Background: an optimization exercise with open tools, aiming at small area, a short achievable clock period and few clock cycles per item. Do not read the settings as production practice. Only simulation tests tie the RTL to the original design; equivalence was not proved. Power and IR drop assume default switching activity.

### flow/config.mk
export PLATFORM = sky130hd
export DESIGN_NAME = aiGo
export DESIGN_NICKNAME = aiGo
export VERILOG_FILES = /design/flow/design.v
export SDC_FILE = /design/flow/constraint.sdc
export NUM_CORES = 4
export LEC_CHECK = 0
export ABC_AREA = 1
export CAP_MARGIN = 20
export CORE_MARGIN = 2
export CORE_UTILIZATION = 40
export PLACE_DENSITY = 0.6
export SLEW_MARGIN = 20
### flow/constraint.sdc
create_clock -name core_clock -period 15.0 [get_ports {clk}]
set_input_delay 3.0000 -clock core_clock [delete_from_list [all_inputs] [get_ports {clk}]]
set_output_delay 3.0000 -clock core_clock [all_outputs]
set_load 0.01 [all_outputs]
### flow/design.v
`timescale 1ns / 1ps
module evaluate(input wire [2:0] t0, input wire [2:0] t1, input wire [2:0] t2,
                input wire [2:0] t3, output wire [11:0] key);
function [9:0] w;  
  input [2:0] t;
  case (t)
    3'd7: w = {2'b10, 8'd0};
    3'd6: w = {2'b01, 8'd0};
    3'd5: w = {2'b00, 8'd32};
    3'd4: w = {2'b00, 8'd48};
    3'd3: w = {2'b00, 8'd8};
    3'd2: w = {2'b00, 8'd2};
    3'd1: w = {2'b00, 8'd1};
    default: w = 10'd0;
  endcase
endfunction
wire [9:0] w0 = w(t0), w1 = w(t1), w2 = w(t2), w3 = w(t3);
wire [2:0] n7 = w0[9] + w1[9] + w2[9] + w3[9];
wire [2:0] n6 = w0[8] + w1[8] + w2[8] + w3[8];
wire [7:0] low = w0[7:0] + w1[7:0] + w2[7:0] + w3[7:0];
reg [3:0] rank;
always @* begin
  case (n7)
    3'd0: rank = {1'b0, n6};
    3'd1: rank = 4'd5 + n6;
    3'd2: rank = 4'd9 + n6;
    3'd3: rank = 4'd12 + n6;
    default: rank = 4'd14;
  endcase
end
assign key = {rank, low};
endmodule
`timescale 1ns / 1ps
module judgeChessForm(input wire [7:0] h, input wire [7:0] a, output wire [2:0] tA, output wire [2:0] tH);
wire new_n23;
wire new_n24;
wire new_n25;
wire new_n26;
wire new_n27;
wire new_n28;
wire new_n29;
wire new_n30;
wire new_n31;
wire new_n32;
wire new_n33;
wire new_n34;
wire new_n35;
wire new_n36;
wire new_n37;
wire new_n38;
wire new_n39;
wire new_n40;
wire new_n41;
wire new_n42;
wire new_n43;
wire new_n44;
wire new_n45;
wire new_n46;
wire new_n47;
wire new_n48;
wire new_n49;
wire new_n50;
wire new_n51;
wire new_n52;
wire new_n53;
wire new_n54;
wire new_n55;
wire new_n56;
wire new_n57;
wire new_n58;
wire new_n59;
wire new_n60;
wire new_n61;
wire new_n62;
wire new_n63;
wire new_n64;
wire new_n65;
wire new_n66;
wire new_n67;
wire new_n68;
wire new_n69;
wire new_n70;
wire new_n71;
wire new_n72;
wire new_n73;
wire new_n74;
wire new_n75;
wire new_n76;
wire new_n77;
wire new_n78;
wire new_n79;
wire new_n80;
wire new_n81;
wire new_n82;
wire new_n83;
wire new_n84;
wire new_n85;
wire new_n86;
wire new_n87;
wire new_n88;
wire new_n89;
wire new_n90;
wire new_n91;
wire new_n92;
wire new_n93;
wire new_n94;
wire new_n95;
wire new_n96;
wire new_n97;
wire new_n98;
wire new_n99;
wire new_n100;
wire new_n101;
wire new_n102;
wire new_n103;
wire new_n104;
wire new_n105;
wire new_n106;
wire new_n107;
wire new_n108;
wire new_n109;
wire new_n110;
wire new_n111;
wire new_n112;
wire new_n113;
wire new_n114;
wire new_n115;
wire new_n116;
wire new_n117;
wire new_n118;
wire new_n119;
wire new_n120;
wire new_n121;
wire new_n122;
wire new_n123;
wire new_n124;
wire new_n125;
wire new_n126;
wire new_n127;
wire new_n128;
wire new_n129;
wire new_n130;
wire new_n131;
wire new_n132;
wire new_n133;
wire new_n134;
wire new_n135;
wire new_n136;
wire new_n137;
wire new_n138;
wire new_n139;
wire new_n140;
wire new_n141;
wire new_n142;
wire new_n143;
wire new_n144;
wire new_n145;
wire new_n146;
wire new_n147;
wire new_n148;
wire new_n149;
wire new_n150;
wire new_n151;
wire new_n152;
wire new_n153;
wire new_n154;
wire new_n155;
wire new_n156;
wire new_n157;
wire new_n158;
wire new_n159;
wire new_n160;
wire new_n161;
wire new_n162;
wire new_n163;
wire new_n164;
wire new_n165;
wire new_n166;
wire new_n167;
wire new_n168;
wire new_n169;
wire new_n170;
wire new_n171;
wire new_n172;
wire new_n173;
wire new_n174;
wire new_n175;
wire new_n176;
wire new_n177;
wire new_n178;
wire new_n179;
wire new_n180;
wire new_n181;
wire new_n182;
wire new_n183;
wire new_n185;
wire new_n186;
wire new_n187;
wire new_n188;
wire new_n189;
wire new_n190;
wire new_n191;
wire new_n192;
wire new_n193;
wire new_n194;
wire new_n195;
wire new_n196;
wire new_n197;
wire new_n198;
wire new_n199;
wire new_n200;
wire new_n201;
wire new_n202;
wire new_n203;
wire new_n204;
wire new_n206;
wire new_n208;
wire new_n209;
wire new_n210;
wire new_n211;
wire new_n212;
wire new_n213;
wire new_n214;
wire new_n215;
wire new_n216;
wire new_n217;
wire new_n218;
wire new_n219;
wire new_n220;
wire new_n221;
wire new_n222;
wire new_n223;
wire new_n224;
wire new_n225;
wire new_n226;
wire new_n227;
wire new_n228;
wire new_n229;
wire new_n230;
wire new_n231;
wire new_n232;
wire new_n233;
wire new_n234;
wire new_n235;
wire new_n236;
wire new_n237;
wire new_n238;
wire new_n239;
wire new_n240;
wire new_n241;
wire new_n242;
wire new_n243;
wire new_n244;
wire new_n245;
wire new_n246;
wire new_n247;
wire new_n248;
wire new_n249;
wire new_n250;
wire new_n251;
wire new_n252;
wire new_n253;
wire new_n254;
wire new_n255;
wire new_n256;
wire new_n257;
wire new_n258;
wire new_n259;
wire new_n260;
wire new_n261;
wire new_n262;
wire new_n263;
wire new_n264;
wire new_n265;
wire new_n266;
wire new_n267;
wire new_n268;
wire new_n269;
wire new_n270;
wire new_n271;
wire new_n272;
wire new_n273;
wire new_n274;
wire new_n275;
wire new_n276;
wire new_n277;
wire new_n278;
wire new_n279;
wire new_n280;
wire new_n281;
wire new_n282;
wire new_n283;
wire new_n284;
wire new_n285;
wire new_n286;
wire new_n287;
wire new_n288;
wire new_n289;
wire new_n290;
wire new_n291;
wire new_n292;
wire new_n293;
wire new_n294;
wire new_n295;
wire new_n296;
wire new_n297;
wire new_n298;
wire new_n299;
wire new_n300;
wire new_n301;
wire new_n302;
wire new_n303;
wire new_n304;
wire new_n305;
wire new_n306;
wire new_n307;
wire new_n308;
wire new_n309;
wire new_n310;
wire new_n311;
wire new_n312;
wire new_n313;
wire new_n314;
wire new_n315;
wire new_n316;
wire new_n317;
wire new_n318;
wire new_n319;
wire new_n320;
wire new_n321;
wire new_n322;
wire new_n323;
wire new_n324;
wire new_n325;
wire new_n326;
wire new_n327;
wire new_n328;
wire new_n329;
wire new_n330;
wire new_n331;
wire new_n332;
wire new_n333;
wire new_n334;
wire new_n335;
wire new_n336;
wire new_n337;
wire new_n338;
wire new_n339;
wire new_n340;
wire new_n341;
wire new_n342;
wire new_n343;
wire new_n344;
wire new_n345;
wire new_n346;
wire new_n347;
wire new_n348;
wire new_n349;
wire new_n350;
wire new_n351;
wire new_n352;
wire new_n353;
wire new_n354;
wire new_n355;
wire new_n357;
wire new_n358;
wire new_n359;
wire new_n360;
wire new_n361;
wire new_n362;
wire new_n363;
wire new_n364;
wire new_n365;
wire new_n366;
wire new_n367;
wire new_n368;
wire new_n369;
wire new_n370;
wire new_n371;
wire new_n372;
wire new_n373;
wire new_n374;
wire new_n376;
wire new_n377;
wire new_n378;
wire new_n379;
wire new_n380;
wire new_n381;
wire new_n382;
wire new_n383;
wire new_n384;
wire new_n385;
wire new_n386;
assign new_n23 = ~h[2] & ~h[3];
assign new_n24 = ~h[1] & new_n23;
assign new_n25 = h[0] & a[2];
assign new_n26 = new_n24 & ~new_n25;
assign new_n27 = ~h[5] & a[5];
assign new_n28 = ~h[2] & a[2];
assign new_n29 = ~new_n27 & ~new_n28;
assign new_n30 = ~h[4] & ~h[5];
assign new_n31 = new_n23 & new_n30;
assign new_n32 = ~new_n29 & new_n31;
assign new_n33 = ~h[6] & new_n30;
assign new_n34 = h[7] & a[5];
assign new_n35 = new_n33 & ~new_n34;
assign new_n36 = ~new_n32 & ~new_n35;
assign new_n37 = ~new_n26 & new_n36;
assign new_n38 = h[7] & a[6];
assign new_n39 = ~h[6] & ~new_n38;
assign new_n40 = ~h[3] & ~a[3];
assign new_n41 = h[0] & a[1];
assign new_n42 = ~h[1] & ~new_n41;
assign new_n43 = a[2] & ~new_n42;
assign new_n44 = new_n23 & ~new_n43;
assign new_n45 = ~new_n40 & ~new_n44;
assign new_n46 = new_n39 & ~new_n45;
assign new_n47 = ~a[2] & ~a[3];
assign new_n48 = h[1] & a[0];
assign new_n49 = ~a[1] & ~new_n48;
assign new_n50 = h[2] & ~new_n49;
assign new_n51 = new_n47 & ~new_n50;
assign new_n52 = ~new_n40 & ~new_n51;
assign new_n53 = new_n28 & ~new_n52;
assign new_n54 = a[1] & new_n24;
assign new_n55 = ~h[0] & a[0];
assign new_n56 = new_n24 & new_n55;
assign new_n57 = ~new_n54 & ~new_n56;
assign new_n58 = ~new_n53 & new_n57;
assign new_n59 = a[1] & a[3];
assign new_n60 = ~a[2] & ~new_n59;
assign new_n61 = ~new_n58 & ~new_n60;
assign new_n62 = ~h[7] & a[7];
assign new_n63 = new_n33 & new_n62;
assign new_n64 = a[4] & new_n63;
assign new_n65 = a[6] & new_n33;
assign new_n66 = ~h[4] & ~a[4];
assign new_n67 = new_n27 & new_n66;
assign new_n68 = ~new_n65 & ~new_n67;
assign new_n69 = ~new_n64 & new_n68;
assign new_n70 = a[4] & a[6];
assign new_n71 = ~a[5] & ~new_n70;
assign new_n72 = ~new_n69 & ~new_n71;
assign new_n73 = ~new_n61 & new_n72;
assign new_n74 = new_n46 & new_n73;
assign new_n75 = h[0] & ~h[1];
assign new_n76 = ~h[2] & ~new_n75;
assign new_n77 = ~new_n40 & ~new_n76;
assign new_n78 = h[1] & ~a[3];
assign new_n79 = new_n23 & new_n78;
assign new_n80 = ~new_n30 & ~new_n66;
assign new_n81 = ~new_n79 & ~new_n80;
assign new_n82 = ~new_n77 & new_n81;
assign new_n83 = new_n61 & new_n82;
assign new_n84 = ~new_n74 & ~new_n83;
assign new_n85 = ~new_n37 & ~new_n84;
assign new_n86 = ~new_n61 & ~new_n72;
assign new_n87 = ~new_n37 & ~new_n86;
assign new_n88 = new_n84 & ~new_n87;
assign new_n89 = ~new_n85 & ~new_n88;
assign new_n90 = ~new_n61 & ~new_n63;
assign new_n91 = new_n72 & ~new_n90;
assign new_n92 = a[2] & new_n54;
assign new_n93 = a[5] & new_n65;
assign new_n94 = ~new_n92 & ~new_n93;
assign new_n95 = ~a[1] & ~a[2];
assign new_n96 = new_n56 & ~new_n95;
assign new_n97 = new_n62 & new_n65;
assign new_n98 = ~new_n96 & ~new_n97;
assign new_n99 = new_n94 & new_n98;
assign new_n100 = ~new_n91 & new_n99;
assign new_n101 = ~new_n39 & new_n45;
assign new_n102 = ~new_n46 & ~new_n101;
assign new_n103 = ~new_n54 & new_n65;
assign new_n104 = ~new_n102 & new_n103;
assign new_n105 = a[4] & a[5];
assign new_n106 = ~new_n39 & new_n105;
assign new_n107 = ~new_n80 & ~new_n106;
assign new_n108 = ~new_n42 & ~new_n107;
assign new_n109 = new_n42 & new_n107;
assign new_n110 = ~new_n108 & ~new_n109;
assign new_n111 = new_n54 & ~new_n110;
assign new_n112 = ~new_n104 & ~new_n111;
assign new_n113 = ~new_n63 & ~new_n65;
assign new_n114 = new_n58 & new_n113;
assign new_n115 = new_n86 & ~new_n114;
assign new_n116 = new_n112 & new_n115;
assign new_n117 = new_n100 & ~new_n116;
assign new_n118 = ~new_n89 & new_n117;
assign new_n119 = ~h[4] & a[4];
assign new_n120 = ~h[3] & a[3];
assign new_n121 = ~new_n119 & ~new_n120;
assign new_n122 = new_n55 & new_n92;
assign new_n123 = a[5] & new_n97;
assign new_n124 = ~new_n122 & ~new_n123;
assign new_n125 = ~new_n92 & new_n102;
assign new_n126 = new_n92 & new_n110;
assign new_n127 = ~new_n94 & ~new_n126;
assign new_n128 = ~new_n125 & new_n127;
assign new_n129 = new_n124 & new_n128;
assign new_n130 = new_n121 & ~new_n129;
assign new_n131 = ~new_n118 & new_n130;
assign new_n132 = new_n73 & ~new_n102;
assign new_n133 = new_n119 & new_n120;
assign new_n134 = ~new_n28 & new_n120;
assign new_n135 = ~new_n27 & new_n119;
assign new_n136 = ~new_n134 & ~new_n135;
assign new_n137 = ~new_n133 & ~new_n136;
assign new_n138 = new_n61 & ~new_n110;
assign new_n139 = new_n137 & ~new_n138;
assign new_n140 = ~new_n132 & new_n139;
assign new_n141 = ~a[1] & new_n47;
assign new_n142 = ~new_n58 & ~new_n141;
assign new_n143 = new_n69 & ~new_n142;
assign new_n144 = h[1] & h[6];
assign new_n145 = new_n31 & ~new_n144;
assign new_n146 = ~h[2] & ~h[5];
assign new_n147 = ~h[5] & ~h[6];
assign new_n148 = h[7] & new_n147;
assign new_n149 = ~new_n146 & ~new_n148;
assign new_n150 = new_n82 & new_n149;
assign new_n151 = ~new_n145 & ~new_n150;
assign new_n152 = new_n143 & ~new_n151;
assign new_n153 = new_n140 & ~new_n152;
assign new_n154 = a[3] & new_n92;
assign new_n155 = ~new_n29 & new_n133;
assign new_n156 = new_n65 & new_n105;
assign new_n157 = ~new_n155 & ~new_n156;
assign new_n158 = ~new_n154 & new_n157;
assign new_n159 = ~new_n121 & ~new_n137;
assign new_n160 = new_n158 & new_n159;
assign new_n161 = ~new_n86 & new_n160;
assign new_n162 = new_n56 & new_n59;
assign new_n163 = a[6] & new_n64;
assign new_n164 = ~new_n162 & ~new_n163;
assign new_n165 = new_n94 & new_n164;
assign new_n166 = new_n137 & ~new_n165;
assign new_n167 = ~new_n155 & new_n164;
assign new_n168 = ~new_n94 & new_n155;
assign new_n169 = ~new_n136 & ~new_n168;
assign new_n170 = ~new_n167 & ~new_n169;
assign new_n171 = ~new_n166 & ~new_n170;
assign new_n172 = ~new_n161 & new_n171;
assign new_n173 = ~new_n45 & new_n107;
assign new_n174 = new_n37 & ~new_n173;
assign new_n175 = ~new_n37 & new_n173;
assign new_n176 = new_n160 & ~new_n175;
assign new_n177 = ~new_n174 & new_n176;
assign new_n178 = new_n45 & ~new_n107;
assign new_n179 = ~new_n158 & ~new_n178;
assign new_n180 = ~new_n173 & new_n179;
assign new_n181 = ~new_n177 & ~new_n180;
assign new_n182 = new_n172 & new_n181;
assign new_n183 = ~new_n153 & new_n182;
assign tA[0] = ~(~new_n131 & new_n183);
assign new_n185 = ~new_n84 & new_n137;
assign new_n186 = new_n160 & new_n175;
assign new_n187 = new_n124 & ~new_n179;
assign new_n188 = ~new_n186 & new_n187;
assign new_n189 = new_n172 & new_n188;
assign new_n190 = ~new_n185 & new_n189;
assign new_n191 = new_n86 & new_n173;
assign new_n192 = ~new_n112 & new_n191;
assign new_n193 = new_n100 & ~new_n192;
assign new_n194 = ~new_n85 & new_n193;
assign new_n195 = ~new_n128 & ~new_n194;
assign new_n196 = ~new_n177 & ~new_n195;
assign new_n197 = new_n190 & ~new_n196;
assign new_n198 = ~new_n37 & ~new_n151;
assign new_n199 = new_n143 & ~new_n198;
assign new_n200 = new_n165 & ~new_n199;
assign new_n201 = new_n140 & new_n200;
assign new_n202 = ~new_n158 & new_n173;
assign new_n203 = ~new_n170 & ~new_n202;
assign new_n204 = ~new_n201 & new_n203;
assign tA[1] = ~(~new_n197 & new_n204);
assign new_n206 = new_n128 & new_n173;
assign tA[2] = ~(new_n190 & ~new_n206);
assign new_n208 = h[3] & ~a[3];
assign new_n209 = h[4] & ~a[4];
assign new_n210 = ~new_n208 & ~new_n209;
assign new_n211 = h[2] & ~a[2];
assign new_n212 = h[1] & new_n141;
assign new_n213 = new_n211 & ~new_n212;
assign new_n214 = new_n208 & ~new_n213;
assign new_n215 = ~a[4] & ~a[5];
assign new_n216 = h[5] & new_n215;
assign new_n217 = new_n209 & ~new_n216;
assign new_n218 = new_n214 & ~new_n217;
assign new_n219 = h[6] & ~a[6];
assign new_n220 = new_n215 & new_n219;
assign new_n221 = h[4] & new_n220;
assign new_n222 = ~new_n217 & ~new_n221;
assign new_n223 = ~new_n214 & ~new_n222;
assign new_n224 = ~new_n218 & ~new_n223;
assign new_n225 = ~new_n210 & new_n224;
assign new_n226 = h[2] & new_n212;
assign new_n227 = new_n208 & ~new_n226;
assign new_n228 = ~new_n209 & new_n227;
assign new_n229 = new_n217 & ~new_n227;
assign new_n230 = ~new_n228 & ~new_n229;
assign new_n231 = ~new_n225 & new_n230;
assign new_n232 = h[2] & new_n47;
assign new_n233 = h[0] & ~a[0];
assign new_n234 = new_n141 & new_n233;
assign new_n235 = h[3] & ~new_n234;
assign new_n236 = new_n232 & ~new_n235;
assign new_n237 = ~new_n23 & new_n212;
assign new_n238 = ~new_n236 & ~new_n237;
assign new_n239 = ~a[6] & ~a[7];
assign new_n240 = h[7] & new_n239;
assign new_n241 = h[4] & ~new_n240;
assign new_n242 = new_n216 & ~new_n241;
assign new_n243 = ~new_n221 & ~new_n242;
assign new_n244 = new_n238 & new_n243;
assign new_n245 = h[5] & new_n220;
assign new_n246 = ~new_n235 & new_n237;
assign new_n247 = ~new_n245 & ~new_n246;
assign new_n248 = new_n215 & new_n240;
assign new_n249 = h[4] & new_n248;
assign new_n250 = h[6] & new_n249;
assign new_n251 = new_n247 & ~new_n250;
assign new_n252 = ~new_n244 & new_n251;
assign new_n253 = ~h[6] & ~a[6];
assign new_n254 = ~new_n239 & ~new_n253;
assign new_n255 = ~new_n52 & ~new_n254;
assign new_n256 = new_n52 & new_n254;
assign new_n257 = ~new_n255 & ~new_n256;
assign new_n258 = new_n238 & ~new_n257;
assign new_n259 = h[5] & new_n254;
assign new_n260 = new_n215 & ~new_n259;
assign new_n261 = ~new_n66 & ~new_n260;
assign new_n262 = new_n49 & ~new_n261;
assign new_n263 = ~new_n49 & new_n261;
assign new_n264 = ~new_n262 & ~new_n263;
assign new_n265 = ~new_n238 & ~new_n264;
assign new_n266 = ~new_n258 & ~new_n265;
assign new_n267 = new_n252 & new_n266;
assign new_n268 = ~new_n231 & ~new_n267;
assign new_n269 = ~h[3] & ~new_n212;
assign new_n270 = ~new_n235 & ~new_n269;
assign new_n271 = ~h[4] & new_n220;
assign new_n272 = ~new_n249 & ~new_n271;
assign new_n273 = ~new_n270 & new_n272;
assign new_n274 = ~new_n52 & ~new_n261;
assign new_n275 = a[0] & ~a[1];
assign new_n276 = a[5] & new_n275;
assign new_n277 = a[2] & ~a[6];
assign new_n278 = a[7] & new_n277;
assign new_n279 = ~a[2] & a[6];
assign new_n280 = a[1] & ~a[5];
assign new_n281 = new_n279 & new_n280;
assign new_n282 = ~new_n278 & ~new_n281;
assign new_n283 = ~new_n276 & new_n282;
assign new_n284 = new_n274 & new_n283;
assign new_n285 = new_n273 & new_n284;
assign new_n286 = ~new_n252 & ~new_n285;
assign new_n287 = new_n268 & ~new_n286;
assign new_n288 = new_n52 & new_n261;
assign new_n289 = ~new_n274 & ~new_n288;
assign new_n290 = new_n230 & ~new_n289;
assign new_n291 = ~new_n224 & ~new_n290;
assign new_n292 = ~new_n287 & new_n291;
assign new_n293 = new_n240 & new_n245;
assign new_n294 = h[4] & new_n293;
assign new_n295 = ~new_n209 & ~new_n233;
assign new_n296 = ~new_n227 & ~new_n295;
assign new_n297 = h[4] & new_n216;
assign new_n298 = ~new_n296 & ~new_n297;
assign new_n299 = ~new_n211 & ~new_n219;
assign new_n300 = new_n208 & ~new_n299;
assign new_n301 = ~new_n298 & new_n300;
assign new_n302 = ~new_n294 & ~new_n301;
assign new_n303 = new_n225 & ~new_n244;
assign new_n304 = new_n302 & ~new_n303;
assign new_n305 = ~new_n292 & new_n304;
assign new_n306 = a[1] & ~new_n23;
assign new_n307 = h[2] & a[0];
assign new_n308 = new_n47 & ~new_n307;
assign new_n309 = ~new_n306 & new_n308;
assign new_n310 = h[5] & a[7];
assign new_n311 = h[4] & a[6];
assign new_n312 = new_n215 & ~new_n311;
assign new_n313 = ~new_n310 & new_n312;
assign new_n314 = ~new_n309 & ~new_n313;
assign new_n315 = ~new_n274 & new_n314;
assign new_n316 = new_n274 & ~new_n314;
assign new_n317 = ~new_n315 & ~new_n316;
assign new_n318 = new_n225 & new_n317;
assign new_n319 = ~new_n262 & new_n314;
assign new_n320 = new_n262 & ~new_n314;
assign new_n321 = ~new_n238 & ~new_n320;
assign new_n322 = ~new_n319 & new_n321;
assign new_n323 = ~new_n147 & new_n248;
assign new_n324 = new_n216 & new_n232;
assign new_n325 = ~h[1] & ~h[2];
assign new_n326 = new_n234 & ~new_n325;
assign new_n327 = ~new_n324 & ~new_n326;
assign new_n328 = ~new_n323 & new_n327;
assign new_n329 = ~a[3] & ~new_n279;
assign new_n330 = ~new_n278 & new_n329;
assign new_n331 = a[3] & ~new_n239;
assign new_n332 = new_n216 & ~new_n331;
assign new_n333 = ~new_n330 & new_n332;
assign new_n334 = new_n328 & ~new_n333;
assign new_n335 = ~new_n322 & new_n334;
assign new_n336 = new_n226 & new_n233;
assign new_n337 = ~new_n293 & ~new_n336;
assign new_n338 = ~new_n247 & new_n337;
assign new_n339 = ~new_n335 & ~new_n338;
assign new_n340 = new_n246 & new_n264;
assign new_n341 = ~new_n246 & new_n257;
assign new_n342 = ~new_n340 & ~new_n341;
assign new_n343 = ~new_n247 & ~new_n342;
assign new_n344 = new_n220 & new_n257;
assign new_n345 = ~new_n220 & new_n234;
assign new_n346 = ~new_n212 & ~new_n248;
assign new_n347 = ~new_n345 & new_n346;
assign new_n348 = ~new_n344 & new_n347;
assign new_n349 = new_n212 & ~new_n264;
assign new_n350 = new_n244 & ~new_n349;
assign new_n351 = ~new_n348 & new_n350;
assign new_n352 = ~new_n343 & ~new_n351;
assign new_n353 = ~new_n339 & new_n352;
assign new_n354 = new_n210 & ~new_n353;
assign new_n355 = ~new_n318 & ~new_n354;
assign tH[0] = ~(new_n305 & new_n355);
assign new_n357 = new_n230 & ~new_n274;
assign new_n358 = ~new_n224 & ~new_n357;
assign new_n359 = ~new_n238 & ~new_n262;
assign new_n360 = new_n238 & ~new_n255;
assign new_n361 = ~new_n244 & ~new_n360;
assign new_n362 = ~new_n359 & new_n361;
assign new_n363 = new_n251 & ~new_n362;
assign new_n364 = ~new_n231 & new_n284;
assign new_n365 = new_n363 & ~new_n364;
assign new_n366 = ~new_n247 & new_n274;
assign new_n367 = new_n342 & new_n366;
assign new_n368 = new_n231 & new_n337;
assign new_n369 = ~new_n367 & new_n368;
assign new_n370 = ~new_n365 & ~new_n369;
assign new_n371 = ~new_n358 & ~new_n370;
assign new_n372 = new_n305 & new_n371;
assign new_n373 = ~new_n224 & ~new_n230;
assign new_n374 = new_n363 & new_n373;
assign tH[2] = ~new_n372 & ~new_n374;
assign new_n376 = new_n274 & new_n353;
assign new_n377 = new_n231 & ~new_n376;
assign new_n378 = ~new_n273 & ~new_n377;
assign new_n379 = ~new_n314 & ~new_n365;
assign new_n380 = ~new_n318 & new_n328;
assign new_n381 = ~new_n343 & new_n380;
assign new_n382 = ~new_n379 & new_n381;
assign new_n383 = ~new_n378 & new_n382;
assign new_n384 = ~tH[2] & ~new_n383;
assign new_n385 = ~new_n268 & new_n358;
assign new_n386 = new_n302 & ~new_n385;
assign tH[1] = ~(~new_n384 & new_n386);
endmodule
`timescale 1ns / 1ps
module aiGo(reset,clk,humanIn,enable,AIOut,finish,x,y);
input wire clk,enable;
input wire reset;
input wire [224:0] humanIn;
output wire [224:0] AIOut;
output wire finish;
output reg [3:0] x,y;
reg [224:0] AI;
reg firstIn, isFinished;
reg [3:0] row;               
reg [3:0] lastRow;           
reg [1:0] ph;                
reg [134:0] W;               
reg [134:0] AW;              
reg [32:0] bestA, bestD;     
assign AIOut = AI;
assign finish = isFinished;
wire busy = !firstIn && !isFinished;
wire start = !firstIn && isFinished;
genvar g, c, d, k;
wire [224:0] occ = humanIn | AI;
wire [14:0] rowAny;
generate
  for (g = 0; g < 15; g = g + 1) begin : ra
    assign rowAny[g] = |occ[g*15 +: 15];
  end
endgenerate
reg [3:0] lastNext;
integer j;
always @* begin
  lastNext = 4'd14;
  for (j = 0; j < 11; j = j + 1)
    if (rowAny[j]) lastNext = j + 4;
  if (rowAny[14:11] != 4'd0) lastNext = 4'd14;
end
reg [14:0] hIn, aIn;
always @* begin
  hIn = 15'h7fff;
  aIn = 15'h7fff;
  for (j = 0; j < 10; j = j + 1)
    if (row == j) begin
      hIn = humanIn[(j + 5)*15 +: 15];
      aIn = AI[(j + 5)*15 +: 15];
    end
end
wire [25*15-1:0] cls;
generate
  for (c = 0; c < 15; c = c + 1) begin : col
    wire [2:0] tA [0:3];
    wire [2:0] tH [0:3];
    for (d = 0; d < 4; d = d + 1) begin : dir
      wire [7:0] hl, al;
      for (k = 0; k < 8; k = k + 1) begin : cl
        localparam integer OFS = (k < 4) ? k - 4 : k - 3;
        localparam integer DI = (d == 0) ? 0 : 1;
        localparam integer DC = (d == 0) ? 1 : (d == 1) ? 0 : (d == 2) ? 1 : -1;
        localparam integer J = 4 + DI*OFS;
        localparam integer CC = c + DC*OFS;
        if (CC < 0 || CC > 14) begin : offb
          assign hl[k] = 1'b1;
          assign al[k] = 1'b1;
        end else begin : onb
          assign hl[k] = W[J*15 + CC];
          assign al[k] = AW[J*15 + CC];
        end
      end
      judgeChessForm jd(hl, al, tA[d], tH[d]);
    end
    wire emp = !W[4*15 + c] && !AW[4*15 + c];
    assign cls[c*25 +: 25] = {emp, tA[3], tA[2], tA[1], tA[0], tH[3], tH[2], tH[1], tH[0]};
  end
endgenerate
reg [15*25+4:0] CR;
always @(posedge clk)
  CR <= {busy && ph == 2'd0, row, cls};
wire [25*15-1:0] kp;
generate
  for (c = 0; c < 15; c = c + 1) begin : key
    wire [24:0] cc = CR[c*25 +: 25];
    wire [11:0] kA, kH;
    evaluate eA(cc[14:12], cc[17:15], cc[20:18], cc[23:21], kA);
    evaluate eH(cc[2:0], cc[5:3], cc[8:6], cc[11:9], kH);
    assign kp[c*25 +: 25] = {cc[24], kA, kH};
  end
endgenerate
wire [28:0] eA [0:14];
wire [28:0] eD [0:14];
generate
  for (c = 0; c < 15; c = c + 1) begin : ent
    wire [3:0] cc = c;
    assign eA[c] = {kp[c*25 + 24], kp[c*25 +: 24], cc};
    assign eD[c] = {kp[c*25 + 24], kp[c*25 +: 12], kp[c*25 + 12 +: 12], cc};
  end
endgenerate
wire [224:0] bA, bD;
generate
  for (c = 0; c < 15; c = c + 1) begin : pi
    for (k = 0; k < 15; k = k + 1) begin : pj
      if (c / 4 == k / 4 && c < k) begin : pr
        wire [24:0] pl = kp[c*25 +: 25];
        wire [24:0] pr = kp[k*25 +: 25];
        wire gtA = pr[23:12] > pl[23:12];
        wire eqA = pr[23:12] == pl[23:12];
        wire gtH = pr[11:0] > pl[11:0];
        wire eqH = pr[11:0] == pl[11:0];
        assign bA[c*15 + k] = pr[24] && (!pl[24] || gtA || (eqA && gtH));
        assign bD[c*15 + k] = pr[24] && (!pl[24] || gtH || (eqH && gtA));
      end else begin : np
        assign bA[c*15 + k] = 1'b0;
        assign bD[c*15 + k] = 1'b0;
      end
    end
  end
endgenerate
reg [14:0] wA, wD;
reg [28:0] gA [0:3];
reg [28:0] gD [0:3];
integer p, q;
always @* begin
  for (p = 0; p < 15; p = p + 1) begin
    wA[p] = 1'b1;
    wD[p] = 1'b1;
    for (q = 0; q < 15; q = q + 1)
      if (p / 4 == q / 4) begin
        if (q > p) begin
          wA[p] = wA[p] & !bA[p*15 + q];
          wD[p] = wD[p] & !bD[p*15 + q];
        end
        if (q < p) begin
          wA[p] = wA[p] & bA[q*15 + p];
          wD[p] = wD[p] & bD[q*15 + p];
        end
      end
  end
  for (q = 0; q < 4; q = q + 1) begin
    gA[q] = 29'd0;
    gD[q] = 29'd0;
  end
  for (p = 0; p < 15; p = p + 1) begin
    gA[p / 4] = gA[p / 4] | ({29{wA[p]}} & eA[p]);
    gD[p / 4] = gD[p / 4] | ({29{wD[p]}} & eD[p]);
  end
end
reg [8*29+4:0] GR;
always @(posedge clk)
  GR <= {CR[15*25+4:15*25], gA[0], gA[1], gA[2], gA[3], gD[0], gD[1], gD[2], gD[3]};
wire [28:0] qA [0:3];
wire [28:0] qD [0:3];
generate
  for (g = 0; g < 4; g = g + 1) begin : gq
    assign qA[g] = GR[(7-g)*29 +: 29];
    assign qD[g] = GR[(3-g)*29 +: 29];
  end
endgenerate
reg [15:0] hA, hD;
reg [3:0] vA, vD;
reg [28:0] rA, rD;
always @* begin
  hA = 16'd0;
  hD = 16'd0;
  for (p = 0; p < 4; p = p + 1)
    for (q = p + 1; q < 4; q = q + 1) begin
      hA[p*4 + q] = qA[q][28:4] > qA[p][28:4];
      hD[p*4 + q] = qD[q][28:4] > qD[p][28:4];
    end
  for (p = 0; p < 4; p = p + 1) begin
    vA[p] = 1'b1;
    vD[p] = 1'b1;
    for (q = 0; q < 4; q = q + 1) begin
      if (q > p) begin
        vA[p] = vA[p] & !hA[p*4 + q];
        vD[p] = vD[p] & !hD[p*4 + q];
      end
      if (q < p) begin
        vA[p] = vA[p] & hA[q*4 + p];
        vD[p] = vD[p] & hD[q*4 + p];
      end
    end
  end
  rA = 29'd0;
  rD = 29'd0;
  for (p = 0; p < 4; p = p + 1) begin
    rA = rA | ({29{vA[p]}} & qA[p]);
    rD = rD | ({29{vD[p]}} & qD[p]);
  end
end
reg [2*29+4:0] RW;
always @(posedge clk)
  RW <= {GR[8*29+4:8*29], rA, rD};
wire rwValid = RW[2*29+4];
wire [3:0] rwRow = RW[2*29 +: 4];
wire [28:0] rowA = RW[29 +: 29];
wire [28:0] rowD = RW[0 +: 29];
wire mA = rwValid && (rowA[28:4] > bestA[32:8]);
wire mD = rwValid && (rowD[28:4] > bestD[32:8]);
wire c_bb = bestA[31:20] > bestD[31:20];
wire c_br = bestA[31:20] > rowD[27:16];
wire c_rb = rowA[27:16] > bestD[31:20];
wire c_rr = rowA[27:16] > rowD[27:16];
wire useA = mA ? (mD ? c_rr : c_rb) : (mD ? c_br : c_bb);
wire [7:0] posA = mA ? {rowA[3:0], rwRow} : bestA[7:0];
wire [7:0] posD = mD ? {rowD[3:0], rwRow} : bestD[7:0];
wire [3:0] mvRow = useA ? posA[3:0] : posD[3:0];
wire [3:0] mvCol = useA ? posA[7:4] : posD[7:4];
wire [224:0] setMask;
generate
  for (g = 0; g < 225; g = g + 1) begin : dec
    assign setMask[g] = (mvRow == g / 15) && (mvCol == g % 15);
  end
endgenerate
wire play = enable && busy && ph == 2'd3;
always @(posedge clk or negedge reset)
begin
  if (!reset) begin
    firstIn <= 1'b1;
    AI <= 225'd0;
    AI[112] <= 1'b1;
    isFinished <= 1'b0;
  end else begin
    AI <= AI | (setMask & {225{play}});
    if (enable) begin
      if (firstIn) begin
        isFinished <= 1'b1;
        firstIn <= 1'b0;
      end else if (isFinished) begin
        isFinished <= 1'b0;
      end else if (ph == 2'd3) begin
        isFinished <= 1'b1;
      end
    end
  end
end
always @(posedge clk)
begin
  if (enable) begin
    if (firstIn) begin
      x <= 4'd7;
      y <= 4'd7;
    end else if (start) begin
      row <= 4'd0;
      ph <= 2'd0;
      lastRow <= lastNext;
      W <= {humanIn[74:0], {60{1'b1}}};
      AW <= {AI[74:0], {60{1'b1}}};
    end else if (busy) begin
      if (ph == 2'd0) begin
        W <= {hIn, W[134:15]};
        AW <= {aIn, AW[134:15]};
        if (row == lastRow) ph <= 2'd1;
        row <= row + 4'd1;
      end else if (ph != 2'd3) begin
        ph <= ph + 2'd1;
      end else begin
        x <= mvRow;
        y <= mvCol;
      end
    end
  end
end
always @(posedge clk)
begin
  if (enable && start) begin
    bestA <= 33'd0;
    bestD <= 33'd0;
  end else if (rwValid) begin
    if (rowA[28:4] > bestA[32:8]) bestA <= {rowA, rwRow};
    if (rowD[28:4] > bestD[32:8]) bestD <= {rowD, rwRow};
  end
end
endmodule
### flow/run.sh
#!/bin/bash
# synth_recipe.tcl (not shown) runs the flow's synth.tcl, then flattens the netlist and writes it again
# the make line also repeats each setting of config.mk as NAME=value (left out here)
make -C /OpenROAD-flow-scripts/flow DESIGN_CONFIG=/design/flow/config.mk WORK_HOME=/design/flow/orfs CLKGATE_MAP_FILE= SYNTH_SCRIPT=/design/flow/synth_recipe.tcl finish
==> run summary <==
==> cells in the final DEF (no fill, tap or decap), types with 44 or more instances in the layout <==
cell type and count:
nor4_1 186, nor3_1 816, nand3_1 1701, clkbuf_16 171, or2_2 62, o2111ai_1 102, a211oi_1 140, a21oi_1 1535
edfxtp_1 288, diode_2 348, o22ai_1 205, xor2_1 145, nor2_4 44, o21bai_1 100, inv_1 4532, o21a_1 122
a31oi_1 161, o211ai_1 361, dfxtp_1 733, o221ai_1 190, nor2_1 2950, buf_4 513, dfrtp_1 225, o31ai_1 108
clkdlybuf4s50_1 460, nand2_2 50, nand4_1 827, ha_1 1421, nand3b_1 110, o21ai_0 1959, nor2_2 53, fa_1 330
o21ai_1 113, nand2_1 5975
==> final cells by class <==
cell class / count / area [µm²]
clock buffer: 205 / 4590
timing repair buffer: 987 / 8670
fill: 43570 / 224000
multi-input combinational: 20256 / 114000
clock inverter: 102 / 1180
sequential: 1251 / 29100
tap: 5428 / 6790
antenna: 348 / 871
inverter: 4609 / 17300
==> power groups by stage <==
stage	sequential, W	combinational, W	clock, W
after floorplan	0.00483	0.0154	0
after global placement	0.00563	0.0238	0
after detailed placement	0.00565	0.0241	0
after CTS	0.00558	0.0242	0.00444
after global routing	0.00576	0.0272	0.00455
final	0.00576	0.0255	0.00445
==> kinds of logic after synthesis <==
family          synth area share (%)
simple gates                    34.1
compound gates                  19.6
buf+inv                         12.7
fa+ha+maj                       14.9
flops                           17.8
xor+xnor                       0.905
==> through the flow <==
step	power [W]	std cells
2_1_floorplan	0.0203	26899
3_3_place_gp	0.0295	32515
3_5_place_dp	0.0297	32523
4_1_cts	0.0342	32830
5_1_grt	0.0376	32897
6_report	0.0357	33186
==> flip-flops by register name, indices dropped and copies added, names as in the netlist <==
| name | flops |
|---|---|
| y | 4 |
| W | 135 |
| CR | 380 |
| x | 4 |
| AW | 135 |
| isFinished | 1 |
| GR | 227 |
| bestD | 33 |
| lastRow | 4 |
| AI | 225 |
| RW | 63 |
| firstIn | 1 |
| row | 4 |
| bestA | 33 |
| ph | 2 |
==> per-layer routing <==
layer / routed length [µm] / up-vias
li1: - / 91320
met1: 385000 / 96537
met2: 413000 / 16014
met3: 149000 / 4366
met4: 119000 / 126
met5: 1030 / -
==> worst max path at each step <==
stage	startpoint	endpoint	slack [ns]
after detailed placement	enable	W[89]$_DFFE_PP_	8.50
after global routing	CR[10]$_DFF_P_	GR[115]$_DFF_P_	8.06
after CTS	CR[7]$_DFF_P_	GR[97]$_DFF_P_	8.71
final	CR[10]$_DFF_P_	GR[112]$_DFF_P_	8.49
after global placement	enable	W[29]$_SDFFCE_PP1P_	8.55
after floorplan	enable	AW[0]$_SDFFCE_PP1P_	4.10
==> metrics.cfg <==
[power_and_ir_drop]
vdd_drop_max_mv=0.171
p_comb_share_pct=71.4
pwr-share-clk_pct=12.5
seq_power_share_pct=16.1
p_switching_w=0.0219
p_leak_nw=90.0
sw_frac_of_total_pct=61.2
p_int_w=0.0138
powerDensity_nw_per_um2=196

[sta]
drv_slew=0
layout_min_cycle_time_ns=6.51
layout_setup_ws_ns=8.49
setup-tns-final_ns=0
tightest_slew_ns=1.39
max_freq_mhz=154
relSlewSlack_pct=7.21
finalSetupViolations=0
clock_skew_ns=0.0982
hold_slack_ns=0.289
finalCritPeriodShare_pct=43.4
hold_viol_final=0
rsz0062_at_grt=no

[global_routing]
grt_max_degree=119
overflow=0
met1_usage_pct=57.4
grtUsageMet2_pct=68.3
first_global_vias=189496
grt_util_all_layers_pct=49.2
grt_pass1_wl_mm=1460
grt_use_met3_pct=19.7
antenna_found_initial=233
top_usage_layer=met2

[synth]
syn-instance-count=26899
async_flop_share_pct=18.1
post_synth.cell_area_avg_um2=6.08
synth_area_um2=164000
synth_ff_type=dfxtp_1
yosysMostFrequentCell=nand2_1
synth.top_cells.by_count=nand2_1, inv_1, nor2_1
ys_seq_area_share_pct=17.8
synth_top_area_share_pct=13.7
synth_top_area_cell=nand2_1
ys_ff_latch=1251
synth_enable_flop_cells=288
yosys_warnings=6
synthesis.nets=28878
synth_area_leaders=nand2_1, ha_1, inv_1
synth_cell_types=85

[clock_network]
cts.clk_slew.worst_paths_ns=0.06
ctsResizeCount=0
cts_setup_buffers=0
clock_sinks=1251
cts_buffers=169
cts_hold_buf=0
h-tree-depth=4
cts_root_buffer=clkbuf_16
clk_latency_ns=0.99
cts_tree=yes
clock_path_buffers=4

[drt]
drt-vias-per-instance=6.28
wirelength_mm=1070
vias=208363
dr.pass1.iters=10
ant_nets=0
drc_errors=0
first_iter_violations=31667
wl_per_cell_um=32.2

[hold_path]
min-delay-start=CR[378]$_DFF_P_
hp-class=register to register
min_to=GR[235]$_DFF_P_
hold_path_depth=0

[place]
dpl-instance-area_um2=176000
globalplace.congestion=1.15
place_hpwl_mm=867
io_buffers=461
place_ws_ns=8.50

[floorplan]
die_w_um=643
die_h_um=643
dieArea_um2=414000
start_util_pct=40.2
fp-row-count=234
ioPinCount=462
core_area_um2=407000

[final_layout]
area_delta_synth_final_pct=11.5
drive_above_1_share_pct=4.26
finalNetCount=29253
fin_area_um2=182000
postLayoutCoreUtil_pct=44.9

[setup_path]
critPathBufInv=3
slowest_delay_ns=1.01
critPathArrivalTime_ns=7.37
end_kind=register
critPathMostFrequentCell=nand2_1
worstPathRequired_ns=15.87
path_cells=inv_1, nor3_1, fa_1, fa_1, ha_1, fa_1, nand3_1, nand2_1, a21oi_1, o21ai_0, inv_1, ha_1, nand2_1, nor2_1, nand4_1, nand3b_1, nand2_1, nand2_1, inv_1, nand4_1, nand3_1
crit_cells=21
reg2reg_slack_ns=8.49
crit_slowest_cell=inv_1
reg2reg_depth=21
worst_r2r_endpoint=GR[112]$_DFF_P_
path_delay_family=simple AND/OR/NAND/NOR gates
crit_type=register to register
rr_startpoint=CR[10]$_DFF_P_
startpoint_type=register
crit_path_max_fanout=26

[flow_run]
cap_violations=0

[outcome]
status=timing/DRC/antenna clean

Testbench counts, summed over its fixed seeds: cycles 49,049, moves 2,936.

==> port drivers added, routing unchanged <==
Ports are ideal in the flow. The routed layout listed here was re-timed in OpenROAD. Step 1, drivers: a clkbuf_16 drives clk and a buf_2 each remaining input, both assumed. Step 2 adds t to the input delays and takes it off the output delays; t is the mean of the earliest and latest rising clock arrival at the registers after step 1. Input paths then give back, and output paths get back, about the clock's delay inside the block. a / b / c = ideal / step 1 / step 2; a / b = the first two.
t (ns): 1.061
slack for setup (ns): 8.492 / 8.492 / 8.310
hold slack, ns: 0.289 / 0.289 / 0.289
worst setup path after step 2: input to register
clock arrival spread, ns: 0.101 / 0.102
After both steps setup and hold are still met in this run. For this run, drivers alone change the setup slack by 0.000 ns; drivers and shift together by -0.182 ns.
